Context: an optimization exercise on an open-source flow, tuned for small area, a short achievable clock period and few clock cycles per item. The choices shown serve that exercise and are no tape-out recipe. At most, simulation tests tie the RTL to the original design; equivalence was not proved. No activity file was given, so power comes from the tool's default toggle rates.

## the previous run
==> flow/design.v <==
module CORDIC (
    input clk,
    input rst,
    input input_ready,
    input [15:0] angle,
    output reg output_ready,
    output reg signed [15:0] cosine_out,
    output reg signed [15:0] sine_out
);
    reg               busy;
    reg        [3:0]  m;      
    reg               d1;     
    reg               up;     
    reg signed [16:0] r;      
    reg               first;  
    function [16:0] bk_add;
        input [16:0] a, b;
        input        cin;
        input integer w;
        reg [16:0] g, p, G, P, c;
        integer i, d;
        begin
            g = a & b;
            p = a ^ b;
            G = g;
            P = p;
            for (d = 1; d < 17; d = d * 2)
                for (i = 2 * d - 1; i < 17; i = i + 2 * d) begin
                    G[i] = G[i] | (P[i] & G[i - d]);
                    P[i] = P[i] & P[i - d];
                end
            for (d = 8; d >= 1; d = d / 2)
                for (i = 3 * d - 1; i < 17; i = i + 2 * d) begin
                    G[i] = G[i] | (P[i] & G[i - d]);
                    P[i] = P[i] & P[i - d];
                end
            c[0] = cin;
            for (i = 1; i < 17; i = i + 1)
                c[i] = G[i - 1] | (P[i - 1] & cin);
            bk_add = p ^ c;
        end
    endfunction
    wire in_d1 = (angle >= 16'd11520);
    wire in_d2 = in_d1 ? (angle >= 16'd18321) : (angle >= 16'd4719);
    wire [3:0] m_next = busy ? m + 4'd1 : 4'd0;
    reg [10:0] t_next;
    always @* begin
        case (m_next)
            4'd0: t_next = 11'd1824;
            4'd1: t_next = 11'd915;
            4'd2: t_next = 11'd458;
            4'd3: t_next = 11'd205;
            4'd4: t_next = 11'd115;
            4'd5: t_next = 11'd57;
            4'd6: t_next = 11'd29;
            4'd7: t_next = 11'd14;
            4'd8: t_next = 11'd7;
            4'd9: t_next = 11'd4;
            4'd10: t_next = 11'd2;
            4'd11: t_next = 11'd1;
            4'd12: t_next = 11'd1;
            default: t_next = 11'd1;
        endcase
    end
    reg [10:0] t;
    wire signed [16:0] k0 = d1 ? (up ? -17'sd21914 : -17'sd14728)
                               : (up ? -17'sd8312 : -17'sd1126);
    wire [16:0] k = first ? k0 : ({17{up}} ^ {6'd0, t});
    wire signed [16:0] r_n = bk_add(r, k, up & ~first, 17);
    wire signed [15:0] c3 = d1 ? (up ? 16'sd2488 : 16'sd17410)
                               : (up ? 16'sd27360 : 16'sd32334);
    wire signed [15:0] s3 = d1 ? (up ? 16'sd32334 : 16'sd27360)
                               : (up ? 16'sd17410 : 16'sd2488);
    wire signed [15:0] ss = busy ? (sine_out >>> 3) >>> m : 16'sd0;
    wire signed [15:0] cs = busy ? (cosine_out >>> 3) >>> m : 16'sd0;
    wire [16:0] c_w = bk_add({1'b0, cosine_out}, {1'b0, ss ^ {16{up}}}, up, 16);
    wire signed [15:0] c_n = c_w[15:0];
    wire [16:0] s_w = bk_add({1'b0, sine_out}, {1'b0, cs ^ {16{~up}}}, ~up, 16);
    wire signed [15:0] s_n = s_w[15:0];
    always @(posedge clk) begin
        if (rst) begin
            busy <= 1'b0;
            output_ready <= 1'b0;
        end else if (busy) begin
            if (m == 4'd12) begin
                busy <= 1'b0;
                output_ready <= 1'b1;
            end
        end else if (input_ready) begin
            busy <= 1'b1;
            output_ready <= 1'b0;
        end
        cosine_out <= first ? c3 : c_n;
        sine_out <= first ? s3 : s_n;
        first <= ~busy;
        t <= t_next;
        if (busy) begin
            m <= m + 4'd1;
            r <= r_n;
            up <= ~r_n[16];
        end else begin
            m <= 4'd15;
            r <= {1'b0, angle};
            d1 <= in_d1;
            up <= in_d2;
        end
    end
endmodule
==> flow/config.mk <==
export PLATFORM = sky130hd
export DESIGN_NAME = CORDIC
export DESIGN_NICKNAME = CORDIC
export VERILOG_FILES = /design/flow/design.v
export SDC_FILE = /design/flow/constraint.sdc
export NUM_CORES = 4
export LEC_CHECK = 0
export ABC_AREA = 1
export CAP_MARGIN = 20
export CORE_MARGIN = 2
export CORE_UTILIZATION = 40
export CTS_BUF_LIST = sky130_fd_sc_hd__clkbuf_2 sky130_fd_sc_hd__clkbuf_4 sky130_fd_sc_hd__clkbuf_8
export SLEW_MARGIN = 20
==> flow/constraint.sdc <==
create_clock -name core_clock -period 10.0 [get_ports {clk}]
set_input_delay 2.0000 -clock core_clock [delete_from_list [all_inputs] [get_ports {clk}]]
set_output_delay 2.0000 -clock core_clock [all_outputs]
set_load 0.01 [all_outputs]
standard.sh (not shown) runs the stock make flow with config.mk's settings and CLKGATE_MAP_FILE= SYNTH_SCRIPT=/design/flow/synth_recipe.tcl, a recipe that flattens the netlist after the stock synthesis.
==> flow/flow/run.sh <==
#!/bin/bash
# Standard layout with extra make settings for timing repair.
set -euo pipefail
bash standard.sh SETUP_SLACK_MARGIN=6.5 'BUFFER_PORTS_ARGS=-buffer_cell sky130_fd_sc_hd__buf_2' finish > make_finish.log 2>&1
Edits applied to the flow inputs when going from the previous run to the current run:
diff --git a/flow/design.v b/flow/design.v
--- a/flow/design.v
+++ b/flow/design.v
@@ -88,13 +88,13 @@
             end
         end else if (input_ready) begin
             busy <= 1'b1;
             output_ready <= 1'b0;
         end
+        first <= ~rst && ~busy && input_ready;
         cosine_out <= first ? c3 : c_n;
         sine_out <= first ? s3 : s_n;
-        first <= ~busy;
         t <= t_next;
         if (busy) begin
             m <= m + 4'd1;
             r <= r_n;
             up <= ~r_n[16];
==> comparison <==
Placer's final routability congestion estimate: the current run vs the previous run down 4.3%. The current run falls short of the previous run in final worst slack. All-layer global routing usage: the current run vs the previous run down 0.43 points. Between the current run and the previous run, the filler cell count in the final layout is lower for the current run. Sequential share of layout area essentially unchanged between the previous run and the current run. The current run against the previous run: cell area level; global-route congestion overflow total level; data required time at the worst endpoint moved up; largest net degree at the start of global routing moved down; static leakage moved up.
Testbench counts of the current run, summed over its fixed seeds: cycles 36,000, items 2,400.
Only the layout flow was run in the previous run; the RTL was not checked for function there.

========
CORDIC, a different RTL version from the one above (not shown whole).
Size in the first run: about 66 flip-flops, ~52 I/O pins, ~5800 sq um of cells after synthesis.
==> module CORDIC, before the edit <==
module CORDIC (
    input clk,
    input rst,
    input input_ready,
    input [15:0] angle,
    output reg output_ready,
    output reg signed [15:0] cosine_out,
    output reg signed [15:0] sine_out
);
    reg               busy;
    reg        [3:0]  m;      
    reg               d1;     
    reg               up;     
    reg signed [12:0] r;      
    reg               big;    
    reg               first;  
    function [16:0] bk_add;
        input [16:0] a, b;
        input        cin;
        input integer w;
        reg [16:0] g, p, G, P, c;
        integer i, d;
        begin
            g = a & b;
            p = a ^ b;
            G = g;
            P = p;
            for (d = 1; d < 17; d = d * 2)
                for (i = 2 * d - 1; i < 17; i = i + 2 * d) begin
                    G[i] = G[i] | (P[i] & G[i - d]);
                    P[i] = P[i] & P[i - d];
                end
            for (d = 8; d >= 1; d = d / 2)
                for (i = 3 * d - 1; i < 17; i = i + 2 * d) begin
                    G[i] = G[i] | (P[i] & G[i - d]);
                    P[i] = P[i] & P[i - d];
                end
            c[0] = cin;
            for (i = 1; i < 17; i = i + 1)
                c[i] = G[i - 1] | (P[i - 1] & cin);
            bk_add = p ^ c;
        end
    endfunction
    wire in_d1 = (angle >= 16'd11520);
    wire in_d2 = in_d1 ? (angle >= 16'd18321) : (angle >= 16'd4719);
    wire [3:0] m_next = busy ? m + 4'd1 : 4'd0;
    reg [10:0] t_next;
    always @* begin
        case (m_next)
            4'd0: t_next = 11'd1824;
            4'd1: t_next = 11'd915;
            4'd2: t_next = 11'd458;
            4'd3: t_next = 11'd205;
            4'd4: t_next = 11'd115;
            4'd5: t_next = 11'd57;
            4'd6: t_next = 11'd29;
            4'd7: t_next = 11'd14;
            4'd8: t_next = 11'd7;
            4'd9: t_next = 11'd4;
            4'd10: t_next = 11'd2;
            4'd11: t_next = 11'd1;
            4'd12: t_next = 11'd1;
            default: t_next = 11'd1;
        endcase
    end
    reg [10:0] t;
    wire signed [12:0] k0 = d1 ? (up ? -13'sd21914 : -13'sd14728)
                               : (up ? -13'sd8312 : -13'sd1126);
    wire [12:0] k = first ? k0 : ({13{up}} ^ {2'd0, t});
    wire [16:0] r_w = bk_add({4'd0, r}, {4'd0, k}, up & ~first, 13);
    wire signed [12:0] r_n = r_w[12:0];
    wire signed [15:0] c3 = d1 ? (up ? 16'sd2488 : 16'sd17410)
                               : (up ? 16'sd27360 : 16'sd32334);
    wire signed [15:0] s3 = d1 ? (up ? 16'sd32334 : 16'sd27360)
                               : (up ? 16'sd17410 : 16'sd2488);
    wire signed [15:0] ss = busy ? (sine_out >>> 3) >>> m : 16'sd0;
    wire signed [15:0] cs = busy ? (cosine_out >>> 3) >>> m : 16'sd0;
    wire [16:0] c_w = bk_add({1'b0, cosine_out}, {1'b0, ss ^ {16{up}}}, up, 16);
    wire signed [15:0] c_n = c_w[15:0];
    wire [16:0] s_w = bk_add({1'b0, sine_out}, {1'b0, cs ^ {16{~up}}}, ~up, 16);
    wire signed [15:0] s_n = s_w[15:0];
    always @(posedge clk) begin
        if (rst) begin
            busy <= 1'b0;
            output_ready <= 1'b0;
        end else if (busy) begin
            if (m == 4'd12) begin
                busy <= 1'b0;
                output_ready <= 1'b1;
            end
        end else if (input_ready) begin
            busy <= 1'b1;
            output_ready <= 1'b0;
        end
        first <= ~rst && ~busy && input_ready;
        cosine_out <= first ? c3 : c_n;
        sine_out <= first ? s3 : s_n;
        t <= t_next;
        if (busy) begin
            m <= m + 4'd1;
            r <= r_n;
            up <= ~r_n[12] | big;
        end else begin
            m <= 4'd15;
            r <= angle[12:0];
            big <= (angle >= 16'd25546);
            d1 <= in_d1;
            up <= in_d2;
        end
    end
endmodule
==> flow/config.mk <==
export PLATFORM = sky130hd
export DESIGN_NAME = CORDIC
export DESIGN_NICKNAME = CORDIC
export VERILOG_FILES = /design/flow/design.v
export SDC_FILE = /design/flow/constraint.sdc
export NUM_CORES = 4
export LEC_CHECK = 0
export ABC_AREA = 1
export CAP_MARGIN = 20
export CORE_MARGIN = 2
export CORE_UTILIZATION = 40
export CTS_BUF_LIST = sky130_fd_sc_hd__clkbuf_2 sky130_fd_sc_hd__clkbuf_4 sky130_fd_sc_hd__clkbuf_8
export SLEW_MARGIN = 20
==> flow/constraint.sdc <==
create_clock -name core_clock -period 10.0 [get_ports {clk}]
set_input_delay 2.0000 -clock core_clock [delete_from_list [all_inputs] [get_ports {clk}]]
set_output_delay 2.0000 -clock core_clock [all_outputs]
set_load 0.01 [all_outputs]
Scripts as last shown in full above: flow/flow/run.sh
Testbench counts at the start, summed over its fixed seeds: cycles 36,000, items 2,400.
Rerun with:
--- a/flow/design.v
+++ b/flow/design.v
@@ -39,10 +39,22 @@
             for (i = 1; i < 17; i = i + 1)
                 c[i] = G[i - 1] | (P[i - 1] & cin);
             bk_add = p ^ c;
         end
     endfunction
+    function signed [15:0] sh;
+        input signed [15:0] x;
+        input [3:0] m;
+        reg signed [15:0] y;
+        begin
+            y = x >>> 3;
+            y = m[3] ? y >>> 8 : y;
+            y = m[2] ? y >>> 4 : y;
+            y = m[1] ? y >>> 2 : y;
+            sh = m[0] ? y >>> 1 : y;
+        end
+    endfunction
     wire in_d1 = (angle >= 16'd11520);
     wire in_d2 = in_d1 ? (angle >= 16'd18321) : (angle >= 16'd4719);
     wire [3:0] m_next = busy ? m + 4'd1 : 4'd0;
     reg [10:0] t_next;
     always @* begin
@@ -71,12 +83,12 @@
     wire signed [12:0] r_n = r_w[12:0];
     wire signed [15:0] c3 = d1 ? (up ? 16'sd2488 : 16'sd17410)
                                : (up ? 16'sd27360 : 16'sd32334);
     wire signed [15:0] s3 = d1 ? (up ? 16'sd32334 : 16'sd27360)
                                : (up ? 16'sd17410 : 16'sd2488);
-    wire signed [15:0] ss = busy ? (sine_out >>> 3) >>> m : 16'sd0;
-    wire signed [15:0] cs = busy ? (cosine_out >>> 3) >>> m : 16'sd0;
+    wire signed [15:0] ss = busy ? sh(sine_out, m) : 16'sd0;
+    wire signed [15:0] cs = busy ? sh(cosine_out, m) : 16'sd0;
     wire [16:0] c_w = bk_add({1'b0, cosine_out}, {1'b0, ss ^ {16{up}}}, up, 16);
     wire signed [15:0] c_n = c_w[15:0];
     wire [16:0] s_w = bk_add({1'b0, sine_out}, {1'b0, cs ^ {16{~up}}}, ~up, 16);
     wire signed [15:0] s_n = s_w[15:0];
     always @(posedge clk) begin
After rerunning:
- The changed run went through all stages and came out clean
- final area decreases by 1.1%
- clock skew stays flat
- synthesized area decreases by 2.8%
- cell count increases by 1.1%
- core utilization is about the same
- die area decreases by 2.7%
- worst setup slack got worse by 0.014 ns
- sequential cell count is unchanged
- worst hold slack hardly moves
- total power decreases by 1.9%
- maximum frequency decreases by 0.45%
Testbench counts after the change, summed over its fixed seeds: cycles 36,000, items 2,400.

[port drivers added, routing unchanged]
How much do the figures lean on ideal ports? The routed layouts below were timed once more, with nothing changed but the port constraints. Step 1 assumes that a clkbuf_16 drives the clock port and a buf_2 every other input. Step 2 adds t to the input delays and takes it off the output delays; t is the mean of the earliest and latest rising clock arrival at the registers after step 1. Input paths then give back, and output paths get back, about the clock's delay inside the block. Three values: ideal ports, drivers, drivers and shift; two values: the first two.
| run | t (ns) | setup WS [ns] | worst hold slack (ns) |
|---|---|---|---|
| the previous run | 0.417 | 6.846 / 6.846 / 6.821 | 0.461 / 0.461 / 0.461 |
| the current run | 0.413 | 6.792 / 6.792 / 6.792 | 0.476 / 0.476 / 0.476 |
| the first run of note 2 | 0.397 | 6.817 / 6.817 / 6.817 | 0.464 / 0.464 / 0.464 |
| the second run of note 2 | 0.409 | 6.803 / 6.803 / 6.727 | 0.467 / 0.467 / 0.467 |
After both steps every run listed still meets setup and hold. For the second run of note 2, which loses most, drivers alone change the setup slack by 0.000 ns; drivers and shift together by -0.076 ns.
